This design comes from an exercise in tuning for small area, a short achievable clock period and few clock cycles on the open sky130 flow, not from production work. No functional check of the RTL was part of this run. Power figures rest on the tool's default switching activity, not on a simulated workload.

==> flow/design.v <==
module Filter(
	input [7:0] up,
	input [7:0] left,
	input [7:0] center,
	input [7:0] right,
	input [7:0] down,
	output [8:0] out
    );
	wire [10:0] lap = {1'b0, center, 2'b00} - ({3'b0, up} + {3'b0, left} + {3'b0, right} + {3'b0, down});
	assign out = lap[10:2];
endmodule
module convolution(
	input clk,
	input [8:0] a,
	input [8:0] b,
	input restart,
	output reg [22:0] s,
	output reg [22:0] c
    );
	wire [22:0] sa = restart ? 23'h206000 : s;
	wire [22:0] ca = restart ? 23'h0 : c;
	wire t0;
	wire t1;
	wire t2;
	wire t3;
	wire t4;
	wire t5;
	wire t6;
	wire t7;
	wire t8;
	wire t9;
	wire t10;
	wire t11;
	wire t12;
	wire t13;
	wire t14;
	wire t15;
	wire t16;
	wire t17;
	wire t18;
	wire t19;
	wire t20;
	wire t21;
	wire t22;
	wire t23;
	wire t24;
	wire t25;
	wire t26;
	wire t27;
	wire t28;
	wire t29;
	wire t30;
	wire t31;
	wire t32;
	wire t33;
	wire t34;
	wire t35;
	wire t36;
	wire t37;
	wire t38;
	wire t39;
	wire t40;
	wire t41;
	wire t42;
	wire t43;
	wire t44;
	wire t45;
	wire t46;
	wire t47;
	wire t48;
	wire t49;
	wire t50;
	wire t51;
	wire t52;
	wire t53;
	wire t54;
	wire t55;
	wire t56;
	wire t57;
	wire t58;
	wire t59;
	wire t60;
	wire t61;
	wire t62;
	wire t63;
	wire t64;
	wire t65;
	wire t66;
	wire t67;
	wire t68;
	wire t69;
	wire t70;
	wire t71;
	wire t72;
	wire t73;
	wire t74;
	wire t75;
	wire t76;
	wire t77;
	wire t78;
	wire t79;
	wire t80;
	wire t81;
	wire t82;
	wire t83;
	wire t84;
	wire t85;
	wire t86;
	wire t87;
	wire t88;
	wire t89;
	wire t90;
	wire t91;
	wire t92;
	wire t93;
	wire t94;
	wire t95;
	wire t96;
	wire t97;
	wire t98;
	wire t99;
	wire t100;
	wire t101;
	wire t102;
	wire t103;
	wire t104;
	wire t105;
	wire t106;
	wire t107;
	wire t108;
	wire t109;
	wire t110;
	wire t111;
	wire t112;
	wire t113;
	wire t114;
	wire t115;
	wire t116;
	wire t117;
	wire t118;
	wire t119;
	wire t120;
	wire t121;
	wire t122;
	wire t123;
	wire t124;
	wire t125;
	wire t126;
	wire t127;
	wire t128;
	wire t129;
	wire t130;
	wire t131;
	wire t132;
	wire t133;
	wire t134;
	wire t135;
	wire t136;
	wire t137;
	wire t138;
	wire t139;
	wire t140;
	wire t141;
	wire t142;
	wire t143;
	wire t144;
	wire t145;
	wire t146;
	wire t147;
	wire t148;
	wire t149;
	wire t150;
	wire t151;
	wire t152;
	wire t153;
	wire t154;
	wire t155;
	wire t156;
	wire t157;
	wire t158;
	wire t159;
	wire t160;
	wire t161;
	wire t162;
	wire t163;
	wire t164;
	wire t165;
	wire t166;
	wire t167;
	wire t168;
	wire t169;
	wire t170;
	wire t171;
	wire t172;
	wire t173;
	wire t174;
	wire t175;
	wire t176;
	wire t177;
	wire t178;
	wire t179;
	wire t180;
	wire t181;
	wire t182;
	wire t183;
	wire t184;
	wire t185;
	wire t186;
	wire t187;
	wire t188;
	wire t189;
	assign t0 = (a[0] & b[7]) ^ (a[1] & b[6]);
	assign t1 = (a[0] & b[7]) & (a[1] & b[6]);
	assign t2 = (a[1] & b[7]) ^ (a[2] & b[6]) ^ (a[3] & b[5]);
	assign t3 = ((a[1] & b[7]) & (a[2] & b[6])) | ((a[1] & b[7]) & (a[3] & b[5])) | ((a[2] & b[6]) & (a[3] & b[5]));
	assign t4 = (a[4] & b[4]) ^ (a[5] & b[3]);
	assign t5 = (a[4] & b[4]) & (a[5] & b[3]);
	assign t6 = (a[2] & b[7]) ^ (a[3] & b[6]) ^ (a[4] & b[5]);
	assign t7 = ((a[2] & b[7]) & (a[3] & b[6])) | ((a[2] & b[7]) & (a[4] & b[5])) | ((a[3] & b[6]) & (a[4] & b[5]));
	assign t8 = (a[5] & b[4]) ^ (a[6] & b[3]);
	assign t9 = (a[5] & b[4]) & (a[6] & b[3]);
	assign t10 = (a[3] & b[7]) ^ (a[4] & b[6]) ^ (a[5] & b[5]);
	assign t11 = ((a[3] & b[7]) & (a[4] & b[6])) | ((a[3] & b[7]) & (a[5] & b[5])) | ((a[4] & b[6]) & (a[5] & b[5]));
	assign t12 = (a[0] & b[4]) ^ (a[1] & b[3]);
	assign t13 = (a[0] & b[4]) & (a[1] & b[3]);
	assign t14 = (a[0] & b[5]) ^ (a[1] & b[4]) ^ (a[2] & b[3]);
	assign t15 = ((a[0] & b[5]) & (a[1] & b[4])) | ((a[0] & b[5]) & (a[2] & b[3])) | ((a[1] & b[4]) & (a[2] & b[3]));
	assign t16 = (a[3] & b[2]) ^ (a[4] & b[1]);
	assign t17 = (a[3] & b[2]) & (a[4] & b[1]);
	assign t18 = (a[0] & b[6]) ^ (a[1] & b[5]) ^ (a[2] & b[4]);
	assign t19 = ((a[0] & b[6]) & (a[1] & b[5])) | ((a[0] & b[6]) & (a[2] & b[4])) | ((a[1] & b[5]) & (a[2] & b[4]));
	assign t20 = (a[3] & b[3]) ^ (a[4] & b[2]) ^ (a[5] & b[1]);
	assign t21 = ((a[3] & b[3]) & (a[4] & b[2])) | ((a[3] & b[3]) & (a[5] & b[1])) | ((a[4] & b[2]) & (a[5] & b[1]));
	assign t22 = (a[6] & b[0]) ^ sa[6];
	assign t23 = (a[6] & b[0]) & sa[6];
	assign t24 = t0 ^ (a[2] & b[5]) ^ (a[3] & b[4]);
	assign t25 = (t0 & (a[2] & b[5])) | (t0 & (a[3] & b[4])) | ((a[2] & b[5]) & (a[3] & b[4]));
	assign t26 = (a[4] & b[3]) ^ (a[5] & b[2]) ^ (a[6] & b[1]);
	assign t27 = ((a[4] & b[3]) & (a[5] & b[2])) | ((a[4] & b[3]) & (a[6] & b[1])) | ((a[5] & b[2]) & (a[6] & b[1]));
	assign t28 = (a[7] & b[0]) ^ sa[7] ^ ca[7];
	assign t29 = ((a[7] & b[0]) & sa[7]) | ((a[7] & b[0]) & ca[7]) | (sa[7] & ca[7]);
	assign t30 = t1 ^ t2 ^ t4;
	assign t31 = (t1 & t2) | (t1 & t4) | (t2 & t4);
	assign t32 = (a[6] & b[2]) ^ (a[7] & b[1]) ^ ~(a[0] & b[8]);
	assign t33 = ((a[6] & b[2]) & (a[7] & b[1])) | ((a[6] & b[2]) & ~(a[0] & b[8])) | ((a[7] & b[1]) & ~(a[0] & b[8]));
	assign t34 = ~(a[8] & b[0]) ^ sa[8] ^ ca[8];
	assign t35 = (~(a[8] & b[0]) & sa[8]) | (~(a[8] & b[0]) & ca[8]) | (sa[8] & ca[8]);
	assign t36 = t3 ^ t5 ^ t6;
	assign t37 = (t3 & t5) | (t3 & t6) | (t5 & t6);
	assign t38 = t8 ^ (a[7] & b[2]) ^ ~(a[1] & b[8]);
	assign t39 = (t8 & (a[7] & b[2])) | (t8 & ~(a[1] & b[8])) | ((a[7] & b[2]) & ~(a[1] & b[8]));
	assign t40 = ~(a[8] & b[1]) ^ sa[9] ^ ca[9];
	assign t41 = (~(a[8] & b[1]) & sa[9]) | (~(a[8] & b[1]) & ca[9]) | (sa[9] & ca[9]);
	assign t42 = t7 ^ t9 ^ t10;
	assign t43 = (t7 & t9) | (t7 & t10) | (t9 & t10);
	assign t44 = (a[6] & b[4]) ^ (a[7] & b[3]) ^ ~(a[2] & b[8]);
	assign t45 = ((a[6] & b[4]) & (a[7] & b[3])) | ((a[6] & b[4]) & ~(a[2] & b[8])) | ((a[7] & b[3]) & ~(a[2] & b[8]));
	assign t46 = ~(a[8] & b[2]) ^ sa[10] ^ ca[10];
	assign t47 = (~(a[8] & b[2]) & sa[10]) | (~(a[8] & b[2]) & ca[10]) | (sa[10] & ca[10]);
	assign t48 = t11 ^ (a[4] & b[7]) ^ (a[5] & b[6]);
	assign t49 = (t11 & (a[4] & b[7])) | (t11 & (a[5] & b[6])) | ((a[4] & b[7]) & (a[5] & b[6]));
	assign t50 = (a[6] & b[5]) ^ (a[7] & b[4]) ^ ~(a[3] & b[8]);
	assign t51 = ((a[6] & b[5]) & (a[7] & b[4])) | ((a[6] & b[5]) & ~(a[3] & b[8])) | ((a[7] & b[4]) & ~(a[3] & b[8]));
	assign t52 = ~(a[8] & b[3]) ^ sa[11] ^ ca[11];
	assign t53 = (~(a[8] & b[3]) & sa[11]) | (~(a[8] & b[3]) & ca[11]) | (sa[11] & ca[11]);
	assign t54 = (a[5] & b[7]) ^ (a[6] & b[6]) ^ (a[7] & b[5]);
	assign t55 = ((a[5] & b[7]) & (a[6] & b[6])) | ((a[5] & b[7]) & (a[7] & b[5])) | ((a[6] & b[6]) & (a[7] & b[5]));
	assign t56 = ~(a[4] & b[8]) ^ ~(a[8] & b[4]) ^ sa[12];
	assign t57 = (~(a[4] & b[8]) & ~(a[8] & b[4])) | (~(a[4] & b[8]) & sa[12]) | (~(a[8] & b[4]) & sa[12]);
	assign t58 = (a[6] & b[7]) ^ (a[7] & b[6]) ^ ~(a[5] & b[8]);
	assign t59 = ((a[6] & b[7]) & (a[7] & b[6])) | ((a[6] & b[7]) & ~(a[5] & b[8])) | ((a[7] & b[6]) & ~(a[5] & b[8]));
	assign t60 = (a[0] & b[2]) ^ (a[1] & b[1]);
	assign t61 = (a[0] & b[2]) & (a[1] & b[1]);
	assign t62 = (a[0] & b[3]) ^ (a[1] & b[2]) ^ (a[2] & b[1]);
	assign t63 = ((a[0] & b[3]) & (a[1] & b[2])) | ((a[0] & b[3]) & (a[2] & b[1])) | ((a[1] & b[2]) & (a[2] & b[1]));
	assign t64 = (a[3] & b[0]) ^ sa[3];
	assign t65 = (a[3] & b[0]) & sa[3];
	assign t66 = t12 ^ (a[2] & b[2]) ^ (a[3] & b[1]);
	assign t67 = (t12 & (a[2] & b[2])) | (t12 & (a[3] & b[1])) | ((a[2] & b[2]) & (a[3] & b[1]));
	assign t68 = (a[4] & b[0]) ^ sa[4] ^ ca[4];
	assign t69 = ((a[4] & b[0]) & sa[4]) | ((a[4] & b[0]) & ca[4]) | (sa[4] & ca[4]);
	assign t70 = t13 ^ t14 ^ t16;
	assign t71 = (t13 & t14) | (t13 & t16) | (t14 & t16);
	assign t72 = (a[5] & b[0]) ^ sa[5] ^ ca[5];
	assign t73 = ((a[5] & b[0]) & sa[5]) | ((a[5] & b[0]) & ca[5]) | (sa[5] & ca[5]);
	assign t74 = t15 ^ t17 ^ t18;
	assign t75 = (t15 & t17) | (t15 & t18) | (t17 & t18);
	assign t76 = t20 ^ t22 ^ ca[6];
	assign t77 = (t20 & t22) | (t20 & ca[6]) | (t22 & ca[6]);
	assign t78 = t19 ^ t21 ^ t23;
	assign t79 = (t19 & t21) | (t19 & t23) | (t21 & t23);
	assign t80 = t24 ^ t26 ^ t28;
	assign t81 = (t24 & t26) | (t24 & t28) | (t26 & t28);
	assign t82 = t25 ^ t27 ^ t29;
	assign t83 = (t25 & t27) | (t25 & t29) | (t27 & t29);
	assign t84 = t30 ^ t32 ^ t34;
	assign t85 = (t30 & t32) | (t30 & t34) | (t32 & t34);
	assign t86 = t31 ^ t33 ^ t35;
	assign t87 = (t31 & t33) | (t31 & t35) | (t33 & t35);
	assign t88 = t36 ^ t38 ^ t40;
	assign t89 = (t36 & t38) | (t36 & t40) | (t38 & t40);
	assign t90 = t37 ^ t39 ^ t41;
	assign t91 = (t37 & t39) | (t37 & t41) | (t39 & t41);
	assign t92 = t42 ^ t44 ^ t46;
	assign t93 = (t42 & t44) | (t42 & t46) | (t44 & t46);
	assign t94 = t43 ^ t45 ^ t47;
	assign t95 = (t43 & t45) | (t43 & t47) | (t45 & t47);
	assign t96 = t48 ^ t50 ^ t52;
	assign t97 = (t48 & t50) | (t48 & t52) | (t50 & t52);
	assign t98 = t49 ^ t51 ^ t53;
	assign t99 = (t49 & t51) | (t49 & t53) | (t51 & t53);
	assign t100 = t54 ^ t56 ^ ca[12];
	assign t101 = (t54 & t56) | (t54 & ca[12]) | (t56 & ca[12]);
	assign t102 = t55 ^ t57 ^ t58;
	assign t103 = (t55 & t57) | (t55 & t58) | (t57 & t58);
	assign t104 = ~(a[8] & b[5]) ^ sa[13] ^ ca[13];
	assign t105 = (~(a[8] & b[5]) & sa[13]) | (~(a[8] & b[5]) & ca[13]) | (sa[13] & ca[13]);
	assign t106 = t59 ^ (a[7] & b[7]) ^ ~(a[6] & b[8]);
	assign t107 = (t59 & (a[7] & b[7])) | (t59 & ~(a[6] & b[8])) | ((a[7] & b[7]) & ~(a[6] & b[8]));
	assign t108 = ~(a[8] & b[6]) ^ sa[14] ^ ca[14];
	assign t109 = (~(a[8] & b[6]) & sa[14]) | (~(a[8] & b[6]) & ca[14]) | (sa[14] & ca[14]);
	assign t110 = ~(a[7] & b[8]) ^ ~(a[8] & b[7]) ^ sa[15];
	assign t111 = (~(a[7] & b[8]) & ~(a[8] & b[7])) | (~(a[7] & b[8]) & sa[15]) | (~(a[8] & b[7]) & sa[15]);
	assign t112 = (a[0] & b[1]) ^ (a[1] & b[0]);
	assign t113 = (a[0] & b[1]) & (a[1] & b[0]);
	assign t114 = t60 ^ (a[2] & b[0]) ^ sa[2];
	assign t115 = (t60 & (a[2] & b[0])) | (t60 & sa[2]) | ((a[2] & b[0]) & sa[2]);
	assign t116 = t61 ^ t62 ^ t64;
	assign t117 = (t61 & t62) | (t61 & t64) | (t62 & t64);
	assign t118 = t63 ^ t65 ^ t66;
	assign t119 = (t63 & t65) | (t63 & t66) | (t65 & t66);
	assign t120 = t67 ^ t69 ^ t70;
	assign t121 = (t67 & t69) | (t67 & t70) | (t69 & t70);
	assign t122 = t71 ^ t73 ^ t74;
	assign t123 = (t71 & t73) | (t71 & t74) | (t73 & t74);
	assign t124 = t75 ^ t77 ^ t78;
	assign t125 = (t75 & t77) | (t75 & t78) | (t77 & t78);
	assign t126 = t79 ^ t81 ^ t82;
	assign t127 = (t79 & t81) | (t79 & t82) | (t81 & t82);
	assign t128 = t83 ^ t85 ^ t86;
	assign t129 = (t83 & t85) | (t83 & t86) | (t85 & t86);
	assign t130 = t87 ^ t89 ^ t90;
	assign t131 = (t87 & t89) | (t87 & t90) | (t89 & t90);
	assign t132 = t91 ^ t93 ^ t94;
	assign t133 = (t91 & t93) | (t91 & t94) | (t93 & t94);
	assign t134 = t95 ^ t97 ^ t98;
	assign t135 = (t95 & t97) | (t95 & t98) | (t97 & t98);
	assign t136 = t99 ^ t101 ^ t102;
	assign t137 = (t99 & t101) | (t99 & t102) | (t101 & t102);
	assign t138 = t103 ^ t105 ^ t106;
	assign t139 = (t103 & t105) | (t103 & t106) | (t105 & t106);
	assign t140 = t107 ^ t109 ^ t110;
	assign t141 = (t107 & t109) | (t107 & t110) | (t109 & t110);
	assign t142 = t111 ^ (a[8] & b[8]) ^ sa[16];
	assign t143 = (t111 & (a[8] & b[8])) | (t111 & sa[16]) | ((a[8] & b[8]) & sa[16]);
	assign t144 = (a[0] & b[0]) ^ sa[0];
	assign t145 = (a[0] & b[0]) & sa[0];
	assign t146 = t112 ^ sa[1] ^ ca[1];
	assign t147 = (t112 & sa[1]) | (t112 & ca[1]) | (sa[1] & ca[1]);
	assign t148 = t113 ^ t114 ^ ca[2];
	assign t149 = (t113 & t114) | (t113 & ca[2]) | (t114 & ca[2]);
	assign t150 = t115 ^ t116 ^ ca[3];
	assign t151 = (t115 & t116) | (t115 & ca[3]) | (t116 & ca[3]);
	assign t152 = t117 ^ t118 ^ t68;
	assign t153 = (t117 & t118) | (t117 & t68) | (t118 & t68);
	assign t154 = t119 ^ t120 ^ t72;
	assign t155 = (t119 & t120) | (t119 & t72) | (t120 & t72);
	assign t156 = t121 ^ t122 ^ t76;
	assign t157 = (t121 & t122) | (t121 & t76) | (t122 & t76);
	assign t158 = t123 ^ t124 ^ t80;
	assign t159 = (t123 & t124) | (t123 & t80) | (t124 & t80);
	assign t160 = t125 ^ t126 ^ t84;
	assign t161 = (t125 & t126) | (t125 & t84) | (t126 & t84);
	assign t162 = t127 ^ t128 ^ t88;
	assign t163 = (t127 & t128) | (t127 & t88) | (t128 & t88);
	assign t164 = t129 ^ t130 ^ t92;
	assign t165 = (t129 & t130) | (t129 & t92) | (t130 & t92);
	assign t166 = t131 ^ t132 ^ t96;
	assign t167 = (t131 & t132) | (t131 & t96) | (t132 & t96);
	assign t168 = t133 ^ t134 ^ t100;
	assign t169 = (t133 & t134) | (t133 & t100) | (t134 & t100);
	assign t170 = t135 ^ t136 ^ t104;
	assign t171 = (t135 & t136) | (t135 & t104) | (t136 & t104);
	assign t172 = t137 ^ t138 ^ t108;
	assign t173 = (t137 & t138) | (t137 & t108) | (t138 & t108);
	assign t174 = t139 ^ t140 ^ ca[15];
	assign t175 = (t139 & t140) | (t139 & ca[15]) | (t140 & ca[15]);
	assign t176 = t141 ^ t142 ^ ca[16];
	assign t177 = (t141 & t142) | (t141 & ca[16]) | (t142 & ca[16]);
	assign t178 = t143 ^ sa[17] ^ ca[17];
	assign t179 = (t143 & sa[17]) | (t143 & ca[17]) | (sa[17] & ca[17]);
	assign t180 = sa[18] ^ ca[18];
	assign t181 = sa[18] & ca[18];
	assign t182 = sa[19] ^ ca[19];
	assign t183 = sa[19] & ca[19];
	assign t184 = sa[20] ^ ca[20];
	assign t185 = sa[20] & ca[20];
	assign t186 = sa[21] ^ ca[21];
	assign t187 = sa[21] & ca[21];
	assign t188 = sa[22] ^ ca[22];
	assign t189 = sa[22] & ca[22];
	always @(posedge clk) begin
		s <= {t187, t185, t183, t181, t179, t177, t175, t173, t171, t169, t167, t165, t163, t161, t159, t157, t155, t153, t151, t149, t147, t145, t144};
		c <= {t188, t186, t184, t182, t180, t178, t176, t174, t172, t170, t168, t166, t164, t162, t160, t158, t156, t154, t152, t150, t148, t146, ca[0]};
	end
endmodule
module maxpool(
	input signed [22:0] in,
	output [20:0] out
    );
	wire ovf = (in[22:20] != 3'b000) && (in[22:20] != 3'b111);
	assign out = ovf ? (in[22] ? 21'h100000 : 21'h0fffff) : in[20:0];
endmodule
`timescale 1ns / 1ps
module Top_convolution(
	input clk,
	input rst,
	input start,
	input en,
	input [12:0] addr,
	output [20:0] out,
	output [20:0] max_pl,
	output reg done,
	output pat_en,
	output [9:0] pat_addr,
	input [7:0] pat_dout,
	output img_en,
	output [17:0] img_addr,
	input [7:0] img_dout,
	output reg pc_en,
	output reg pc_we,
	output [9:0] pc_addr,
	output [10:0] pc_din,
	input [10:0] pc_dout,
	output reg ic_en,
	output reg ic_we,
	output [17:0] ic_addr,
	output [10:0] ic_din,
	input [10:0] ic_dout,
	output pl_en,
	output pl_we,
	output [12:0] pl_addr,
	output [20:0] pl_din,
	input [20:0] pl_dout
    );
	localparam [2:0] S_IDLE = 0, S_PRE = 1, S_WAIT = 2, S_CORR = 3, S_FIN = 4, S_DONE = 5;
	reg [2:0] state;
	reg [5:0] pc_a;
	reg [8:0] ic_a;
	reg pl_en_r, pl_we_r, pl_res;
	reg [12:0] pl_a;
	reg [17:0] fdat;                 
	reg signed [20:0] cur_max, abs_max;
	assign pc_addr = {4'b0, pc_a};
	assign ic_addr = {9'b0, ic_a};
	assign pc_din = {fdat[17], fdat[17], fdat[17:9]};
	assign ic_din = {fdat[17], fdat[17], fdat[17:9]};
	assign pl_en = done ? en : pl_en_r;
	assign pl_addr = done ? addr : pl_a;
	assign pl_we = pl_we_r;
	assign pl_din = {cur_max[20:18], pl_res ? cur_max[17:0] : fdat};
	assign out = pl_dout;
	assign max_pl = abs_max;
	reg fact;              
	reg fph;               
	reg [2:0] fm;          
	reg [5:0] fc;          
	reg [2:0] fk;          
	reg [10:0] ra;         
	assign pat_addr = ra[9:0];
	assign img_addr = {7'b0, ra};
	assign pat_en = fact & ~fph;
	assign img_en = fact & fph;
	wire f_lastc = fph ? (fc == 6'd36) : (fc == 6'd7);
	wire f_lastm = fph ? (fm == 3'd6) : (fm == 3'd1);
	wire f_plw = fph && (fc >= 6'd2) && (fk != 3'd0) && (fk != 3'd7) && (fm != 3'd0 || fk != 3'd1);
	wire ci_free;          
	reg pend;              
	wire f_over = fph && (fm >= 3'd2);           
	wire f_go = fact && (!f_over || (state == S_CORR && (!f_plw || (ci_free && !pend))));
	reg t1_v, t1_ph, t1_out, t1_xr;
	reg [2:0] t1_k, t1_m;
	reg [5:0] t1_col;
	reg t2_out, t2_ph, t2_pw, t2_pwx, t2_icw;
	reg [5:0] t2_col, t2_row;
	reg [2:0] t2_m;
	reg [135:0] T;
	wire [7:0] pix = t1_ph ? img_dout : pat_dout;
	always @(posedge clk)
		if (t1_v)
			T <= {T[127:0], pix};
	wire [8:0] fval;
	Filter lap (
		.up(T[79:72]),
		.left(T[135:128]),
		.center(T[71:64]),
		.right(T[7:0]),
		.down(T[63:56]),
		.out(fval)
	);
	reg [8:0] fprev;       
	reg [2:0] ci;          
	reg [2:0] cj;          
	reg [4:0] cx;          
	reg [5:0] cy;          
	reg gpass, flush;
	reg [1:0] pkind;       
	wire [5:0] ccur = {1'b0, cx} + {3'b0, cj};
	wire [5:0] cprev = (cj != 3'd0) ? ccur - 6'd1 : (cx != 5'd0) ? {1'b0, cx} + 6'd4 : 6'd34;
	wire [5:0] yprev = (cj == 3'd0 && cx == 5'd0 && !flush) ? cy - 6'd5 : cy;
	wire corr_issue = (state == S_CORR);
	wire c_rd = corr_issue && (gpass || ci[0] == 1'b0 || ci == 3'd1 || ci == 3'd7);
	wire [5:0] c_row = (ci == 3'd7) ? cy + 6'd8 : (ci == 3'd1) ? yprev + 6'd10 : cy + {3'b0, ci};
	wire [5:0] c_col = (ci == 3'd1) ? cprev : ccur;
	assign ci_free = !gpass && (ci == 3'd1 || ci == 3'd3);
	reg [2:0] c1_i, c2_i;
	reg c1_g, c2_g;
	reg [4:1] c3_sel;                   
	reg [4:0] c1_l, c2_l, c3_l, c3_r;   
	reg [1:0] c1_k, c2_k, c3_k;
	reg [5:0] blk;
	wire pl_wr_now = pend && !t2_pw && !c_rd;
	reg [2:0] dcnt;
	always @(posedge clk) begin
		if (rst) begin
			state <= S_IDLE;
			done <= 0;
			fact <= 0;
			fph <= 0; fm <= 0; fc <= 0; fk <= 0; ra <= 0;
			ci <= 0; cj <= 0; cx <= 0; cy <= 0; gpass <= 0; flush <= 0; pkind <= 0;
			dcnt <= 0;
		end else begin
			if (state == S_IDLE && start) begin
				fact <= 1;
				fph <= 0; fm <= 0; fc <= 0; fk <= 0; ra <= 0;
			end else if (f_go) begin
				fk <= fk + 3'd1;
				if (fk != 3'd7)
					ra <= ra + (fph ? 11'd40 : 11'd8);
				else if (!f_lastc) begin
					fc <= fc + 6'd1;
					ra <= ra - (fph ? 11'd279 : 11'd55);
				end else begin
					fc <= 0;
					if (!f_lastm) begin
						fm <= fm + 3'd1;
						ra <= ra - (fph ? 11'd76 : 11'd15);
					end else begin
						fm <= 0;
						ra <= 0;
						if (!fph)
							fph <= 1;
						else begin
							fact <= 0;
						end
					end
				end
			end
			case (state)
			S_IDLE: if (start) state <= S_PRE;
			S_PRE: if (f_go && fph && fm == 3'd1 && fk == 3'd7 && f_lastc) begin
				state <= S_WAIT;
				dcnt <= 0;
			end
			S_WAIT: begin
				dcnt <= dcnt + 3'd1;
				if (dcnt == 3'd3) begin
					state <= S_CORR;
					ci <= 0; cj <= 0; cx <= 0; cy <= 0;
					gpass <= 1; flush <= 0; pkind <= 0;
				end
			end
			S_CORR: begin
				if (flush && ci == 3'd4)
					state <= S_FIN;
				ci <= ci + 3'd1;
				if (ci == 3'd7) begin
					if (cj != 3'd5)
						cj <= cj + 3'd1;
					else begin
						cj <= 0;
						if (gpass) begin
							gpass <= 0;
							pkind <= 2'd1;
						end else begin
							pkind <= 2'd2;
							if (cx != 5'd29)
								cx <= cx + 5'd1;
							else begin
								cx <= 0;
								if (cy != 6'd30)
									cy <= cy + 6'd5;
								else
									flush <= 1;
							end
						end
					end
				end
			end
			S_FIN: begin
				if (blk == 6'd42 && !pend && !pl_we_r)
					state <= S_DONE;
			end
			S_DONE: done <= 1;
			default: state <= S_IDLE;
			endcase
		end
	end
	wire [5:0] t1_row = {t1_m, 1'b0} + {t1_m, 2'b0} + {3'b0, t1_k} - 6'd1;    
	always @(posedge clk) begin
		t1_ph <= fph; t1_k <= fk; t1_m <= fm; t1_col <= fc - 6'd2;
		t1_out <= (fc >= 6'd2) && (fk != 3'd0) && (fk != 3'd7);
		t1_xr <= f_plw && fk == 3'd1;
		t2_ph <= t1_ph; t2_col <= t1_col; t2_row <= t1_row; t2_m <= t1_m;
		c1_i <= ci; c2_i <= c1_i;
		c1_g <= gpass; c2_g <= c1_g;
		c3_sel <= {c2_i < 3'd4, c2_i < 3'd3, c2_i < 3'd2, c2_i < 3'd1};
		c1_k <= pkind; c2_k <= c1_k; c3_k <= c2_k;
		if (rst) begin
			t1_v <= 0; t2_out <= 0; t2_pw <= 0; t2_pwx <= 0; t2_icw <= 0;
			c1_l <= 0; c2_l <= 0; c3_l <= 0; c3_r <= 0;
			pc_en <= 0; pc_we <= 0; ic_en <= 0; ic_we <= 0;
			pl_en_r <= 0; pl_we_r <= 0; pl_res <= 0;
		end else begin
			t1_v <= f_go;
			t2_out <= t1_v && t1_out && (t1_ph || t1_row < 6'd8);
			t2_pw <= t1_v && t1_out && t1_ph && !(t1_m == 3'd0 && t1_k == 3'd1);
			t2_pwx <= t1_xr;
			t2_icw <= t1_v && t1_out && t1_ph && t1_k == 3'd6;
			c1_l <= (corr_issue && cj == 3'd0 && ci <= 3'd4) ? (5'd1 << ci) : 5'd0;
			c2_l <= c1_l; c3_l <= c2_l; c3_r <= c2_l;
			if (t2_out)
				fprev <= fval;
			fdat <= {fval, t2_pwx ? ic_dout[8:0] : fprev};
			pl_res <= !t2_pw;
			if (t2_out && !t2_ph) begin
				pc_en <= 1; pc_we <= 1;
				pc_a <= {t2_col[2:0], t2_row[2:0]};
			end else begin
				pc_en <= corr_issue; pc_we <= 0;
				pc_a <= gpass ? {2'b0, (cj != 3'd0 || ci != 3'd0), 3'b0} : {cj, ci};
			end
			if (t2_icw) begin
				ic_en <= 1; ic_we <= 1;
				ic_a <= {t2_col, t2_m};
			end else if (f_go && f_plw && fk == 3'd1) begin
				ic_en <= 1; ic_we <= 0;
				ic_a <= {fc - 6'd2, fm - 3'd1};
			end else begin
				ic_en <= 0; ic_we <= 0;
			end
			if (t2_pw) begin
				pl_en_r <= 1; pl_we_r <= 1;
				pl_a <= {1'b1, t2_col, t2_row - 6'd1};
			end else if (c_rd) begin
				pl_en_r <= 1; pl_we_r <= 0;
				if (gpass)
					pl_a <= {6'b100000, (cj != 3'd0 || ci != 3'd0), 6'b0};
				else
					pl_a <= {1'b1, c_col, c_row};
			end else begin
				pl_en_r <= pl_wr_now; pl_we_r <= pl_wr_now;
				pl_a <= {7'b0, blk};
			end
		end
	end
	reg [17:0] pq;                   
	reg [8:0] hb;                    
	reg [8:0] curv, tailv;           
	reg [8:0] pcr;
	reg [8:0] pch1, pch2, pch3, pch4;
	always @(posedge clk) begin
		pq <= pl_dout[17:0];
		hb <= pq[17:9];
		curv <= (c2_i[0] && !c2_g) ? pq[17:9] : pl_dout[8:0];
		tailv <= c2_i[0] ? hb : pq[8:0];
		pcr <= pc_dout[8:0];
		pch1 <= pcr; pch2 <= pch1; pch3 <= pch2; pch4 <= pch3;
	end
	wire [22:0] s0, s1, s2, s3, s4, k0, k1, k2, k3, k4;
	convolution lane0 (.clk(clk), .a(curv), .b(pcr), .restart(c3_l[0]), .s(s0), .c(k0));
	convolution lane1 (.clk(clk), .a(c3_sel[1] ? tailv : curv), .b(pch1), .restart(c3_l[1]), .s(s1), .c(k1));
	convolution lane2 (.clk(clk), .a(c3_sel[2] ? tailv : curv), .b(pch2), .restart(c3_l[2]), .s(s2), .c(k2));
	convolution lane3 (.clk(clk), .a(c3_sel[3] ? tailv : curv), .b(pch3), .restart(c3_l[3]), .s(s3), .c(k3));
	convolution lane4 (.clk(clk), .a(c3_sel[4] ? tailv : curv), .b(pch4), .restart(c3_l[4]), .s(s4), .c(k4));
	wire [22:0] ssel = ({23{c3_r[0]}} & s0) | ({23{c3_r[1]}} & s1) | ({23{c3_r[2]}} & s2) |
	                   ({23{c3_r[3]}} & s3) | ({23{c3_r[4]}} & s4);
	wire [22:0] csel = ({23{c3_r[0]}} & k0) | ({23{c3_r[1]}} & k1) | ({23{c3_r[2]}} & k2) |
	                   ({23{c3_r[3]}} & k3) | ({23{c3_r[4]}} & k4);
	reg [22:0] res;
	reg r_l0;
	reg [1:0] r_k;
	wire [20:0] satv;
	maxpool sat (.in(res), .out(satv));
	wire signed [20:0] sv = satv;
	reg [4:0] pcnt;
	wire r_blk = (r_k == 2'd2);
	wire r_abs = r_blk || (r_k == 2'd1 && r_l0);
	wire signed [20:0] newmax = (pcnt == 5'd0 || sv > cur_max) ? sv : cur_max;
	always @(posedge clk) begin
		res <= ssel + csel;
		if (rst) begin
			r_l0 <= 0; r_k <= 0;
			pcnt <= 0; abs_max <= 0; pend <= 0; blk <= 0;
		end else begin
			r_l0 <= c3_r[0]; r_k <= (c3_r == 5'd0) ? 2'd0 : c3_k;
			if (r_blk) begin
				cur_max <= newmax;
				pcnt <= (pcnt == 5'd24) ? 5'd0 : pcnt + 5'd1;
			end
			if (r_blk && pcnt == 5'd24)
				pend <= 1;
			else if (pl_wr_now)
				pend <= 0;
			if (pl_wr_now)
				blk <= blk + 6'd1;
			if (r_abs && sv > abs_max)
				abs_max <= sv;
		end
	end
	always @(posedge clk)
		if (!rst && t2_pw && c_rd) $display("ERROR: PL port conflict at %0t", $time);
endmodule
==> flow/flow/run.sh <==
#!/bin/bash
# The standard layout (standard.sh), with the port buffers made from
# buf_2 cells instead of the buffer cell buffer_ports picks by default.
export BUFFER_PORTS_ARGS="-buffer_cell sky130_fd_sc_hd__buf_2"
bash standard.sh > standard.log 2>&1
==> flow/standard.sh <==
#!/bin/bash
# synth_recipe.tcl (not shown) runs the flow's synth.tcl, then flattens the netlist and writes it again
# the make line also repeats each setting of config.mk as NAME=value (left out here)
make -C /OpenROAD-flow-scripts/flow DESIGN_CONFIG=/design/flow/config.mk WORK_HOME=/design/flow/orfs CLKGATE_MAP_FILE= SYNTH_SCRIPT=/design/flow/synth_recipe.tcl "${@:-finish}"
==> flow/config.mk <==
export PLATFORM = sky130hd
export DESIGN_NAME = Top_convolution
export DESIGN_NICKNAME = Top_convolution
export VERILOG_FILES = /design/flow/design.v
export SDC_FILE = /design/flow/constraint.sdc
export NUM_CORES = 4
export LEC_CHECK = 0
export CAP_MARGIN = 20
export CORE_MARGIN = 2
export CORE_UTILIZATION = 60
export CTS_BUF_LIST = sky130_fd_sc_hd__clkbuf_8
export CTS_CLUSTER_SIZE = 30
export SLEW_MARGIN = 20
==> flow/constraint.sdc <==
create_clock -name core_clock -period 11.0 [get_ports {clk}]
set_input_delay 2.2000 -clock core_clock [delete_from_list [all_inputs] [get_ports {clk}]]
set_output_delay 2.2000 -clock core_clock [all_outputs]
set_load 0.01 [all_outputs]
==> flow_summary.rst <==
.. list-table::
   :header-rows: 1

   * - Metric
     - Value
   * - Worst slew slack as a fraction of its limit
     - 0.289
   * - List of most frequent post-synthesis cells
     - inv_1, dfxtp_1, fa_1
   * - Ratio of cells with drive above 1 in the final layout
     - 0.138
   * - Proportion of synthesized chip area in sequential cells
     - 0.396
   * - Clock latency on the worst-skew pair
     - 0.75 ns
   * - Remaining routing DRC violations
     - 0
   * - TritonCTS clock tree
     - yes
   * - Number of top-level design ports
     - 239
   * - Final-report hold violation count
     - 0
   * - Post-route clock period utilization
     - 0.446
   * - Post-cts sizing count
     - 0
   * - Total Wirelength
     - 103,000 microns
   * - Status
     - complete, no violations
   * - Global route hottest layer
     - met2
   * - Final ANT Viol Nets
     - 0
   * - # port buffers
     - 208
   * - Number of cells after detailed placement
     - 4,788
   * - Detailed-route vias per instance
     - 5.55
   * - Total overflow reported by the global router
     - 0
   * - Startpoint types
     - primary input
   * - Number of buffers inserted for hold repair after clock tree synthesis
     - 0
   * - CTS clk-pin slew, worst paths
     - 0.06 ns
   * - GR Layer Usage met3
     - 0.0550
   * - Hold-critical path endpoint
     - t2_col[4]
   * - Global-route wire length before repair
     - 162,000 microns
   * - Post-synth top area share
     - 0.243
   * - PwrDens
     - 206 nW/um^2
   * - Finish-stage setup viols
     - 0
   * - Cells taking the most area after synthesis
     - dfxtp_1, fa_1, edfxtp_1, ha_1, inv_1
   * - Maximum vdd drop
     - 0.187 mV
   * - Final net count
     - 4,689
   * - Detailed-router iteration count before antenna repair
     - 7
   * - Max H-tree Level
     - 3
   * - Hold WS
     - 0.312 ns
   * - Worst setup slack for register-to-register paths
     - 6.55 ns
   * - Standard-cell rows
     - 96
   * - Max Fanout on Critical Path
     - 1
   * - Number of DRC violations after detailed-routing iteration 0
     - 2,051
   * - Met2 usage in global routing
     - 0.484
   * - Cell with the most instances after synthesis
     - inv_1
   * - Hold path cells
     - 0
   * - Leakage
     - 0.0205 uW
   * - Total CTS buffers
     - 118
   * - Worst path arrival time
     - 2.70 ns
   * - Total negative slack
     - 0 ns
   * - Skew final
     - 0.0353 ns
   * - R2R depth
     - 17
   * - Time the final worst path needs with I/O delays and setup
     - 4.90 ns
   * - Number of enable-type register cells in the synthesized netlist
     - 212
   * - Worst endpoint required time
     - 8.80 ns
   * - Clock net sink count
     - 715
   * - Synth warn
     - 2
   * - Area of the mapped netlist
     - 41,500 sq um
   * - Reg-to-Reg End
     - fdat[16]
   * - Bufs on Longest Clock Path
     - 3
   * - Setup repair after global routing missed its margin
     - false
   * - Cells after Synth
     - 3,845
   * - Die area
     - 71,300 sq um
   * - Count of max-cap constraint violations
     - 0
   * - Most frequently used flop master after synthesis
     - dfxtp_1
   * - Fmax achieved
     - 204 MHz
   * - Final Non-Filler Cells
     - 5,015
   * - Tot GR Track Use
     - 0.296
   * - Starting density of the core
     - 0.605
   * - Vias in the first global route
     - 29,600
   * - Pins Over Slew Limit
     - 0
   * - Worst Setup Slack post-DPL
     - 6.10 ns
   * - Clk Tree Root Cell
     - clkbuf_8
   * - HPWL reported at the end of detailed placement
     - 76,000 microns
   * - Chip Width
     - 267 microns
   * - Antenna violations before repair
     - 2
   * - Reg2Reg Launch Point
     - T[72]
   * - Post-synth top area cell
     - dfxtp_1
   * - Pin count of the biggest net entering global routing
     - 86
   * - Synthesis-stage register bit count
     - 715
   * - Start-to-end type of the worst setup path
     - in -> out
   * - GR Layer Usage met1
     - 0.399
   * - Fraction of registers with async set/reset
     - 0
   * - Area growth from synthesis to final layout
     - 9.81%
   * - Number of setup buffers added after CTS
     - 0
   * - Actual transition at the worst max-transition pin
     - 1.06 ns
   * - Area of the core
     - 68,600 sq um
   * - Final Worst Setup Slack
     - 6.10 ns
   * - DR WL/cell
     - 20.5 microns
   * - Height of the die
     - 267 microns
   * - Class of the most critical hold timing path
     - reg -> reg
   * - Core occupancy in the finished layout
     - 0.665
   * - Via count
     - 27,800
   * - Hold path startpoint
     - t1_col[4]
   * - Netlist cell types
     - 73
   * - Critical path capture point type
     - primary output
   * - GPL Wtd Cong
     - 0.907
   * - Mean post-synth cell area
     - 10.8 sq um
cells by family after synthesis:
logic type,Yosys count,share of synthesized area
simple gates,1087,0.137
buf+inv,760,0.0758
flops,715,0.396
fa+ha+maj,635,0.268
compound gates,457,0.0766
mux,111,0.0300
xor+xnor,79,0.0167
other cells,1,0.0000903
worst max path at each step:
| stage | start | slack [ns] | end | depth (start not counted) |
|---|---|---|---|---|
| 3_3_place_gp | addr[10] | 6.10 | pl_addr[10] | 3 |
| 6_report | addr[10] | 6.10 | pl_addr[10] | 3 |
| 4_1_cts | addr[4] | 6.10 | pl_addr[4] | 3 |
| 2_1_floorplan | addr[0] | 6.32 | pl_addr[0] | 1 |
| 3_5_place_dp | addr[4] | 6.10 | pl_addr[4] | 3 |
| 5_1_grt | addr[10] | 6.09 | pl_addr[10] | 3 |
layout make-up:
type,instances,area (sq um)
fillers,5407,23000
clock inverters,80,791
well taps,931,1160
flip-flops and latches,715,16400
inverters,529,1990
repair buffers,225,1190
multi-input cells,2389,22000
diodes,2,5.00
clock buffers,144,1980
layout by cell type, fill, tap and decap left out, types with 43 or more instances in the layout:
cell type / instances
nor2_1: 135
nor2b_1: 192
buf_2: 208
nand2b_1: 53
edfxtp_1: 212
clkbuf_8: 144
a222oi_1: 43
xnor2_1: 51
and2_1: 230
a22oi_1: 56
dfxtp_1: 497
fa_1: 423
mux2_2: 107
nand2_1: 319
inv_1: 552
a21oi_1: 99
ha_1: 212
o21ai_0: 74
metrics by stage:
stage	power, uW	cell area [sq um]
CTS	9520	45600
finish	9410	45600
floorplan	5800	41600
detailed placement	6760	42800
global route	10200	45600
global placement	6610	42800
state kept, by name, summed over array words and instances (netlist names), 11 cells and up:
name     flops
abs_max     21
lane0.c     22
res         23
lane3.c     22
cur_max     21
ra          11
lane2.s     23
lane4.s     23
lane1.c     22
lane3.s     23
lane1.s     23
fdat        18
lane4.c     22
lane0.s     23
T          136
pl_a        13
pq          18
lane2.c     22
worst max-delay path, cell delays in order:
cell and delay (ns):
buf_2 0.09, mux2_2 0.27, buf_2 0.14
metal layers:
layer / part of all wire / vias to the layer above
met5: 0 / -
met4: 0.032 / 0
met3: 0.063 / 205
met2: 0.48 / 878
met1: 0.42 / 14000
li1: - / 12700
power by group:
group          switching [uW]  internal (uW)  total (uW)
combinational            1700           1360        3060
clock                    1150           1540        2690
sequential                359           3310        3670
total                    3210           6200        9410

[re-timing with driven ports]
The flow's constraints put no driver on any port. The routed layout listed below was extracted and timed again, unchanged, in two steps.
Step 1 (the two cells are an assumption about what drives the block):
set clk [get_ports {clk}]
set_driving_cell -lib_cell sky130_fd_sc_hd__clkbuf_16 $clk
set_driving_cell -lib_cell sky130_fd_sc_hd__buf_2 [delete_from_list [all_inputs] $clk]
Step 2 adds t to the input delays and takes it off the output delays; t is the mean of the earliest and latest rising clock arrival at the registers after step 1. Input paths then give back, and output paths get back, about the clock's delay inside the block.
a / b / c = no drivers / after step 1 / after step 2; a / b = the first two.
t (ns): 0.802
slack for setup (ns): 6.096 / 6.075 / 6.075
hold WS [ns]: 0.312 / 0.312 / 0.312
latest minus earliest clock arrival (ns): 0.041 / 0.041
worst register clock-pin slew, ns: 0.07 / 0.07
After both steps this run still meets setup and hold. The setup slack of this run moves by -0.021 ns with the drivers and by -0.021 ns with both steps.
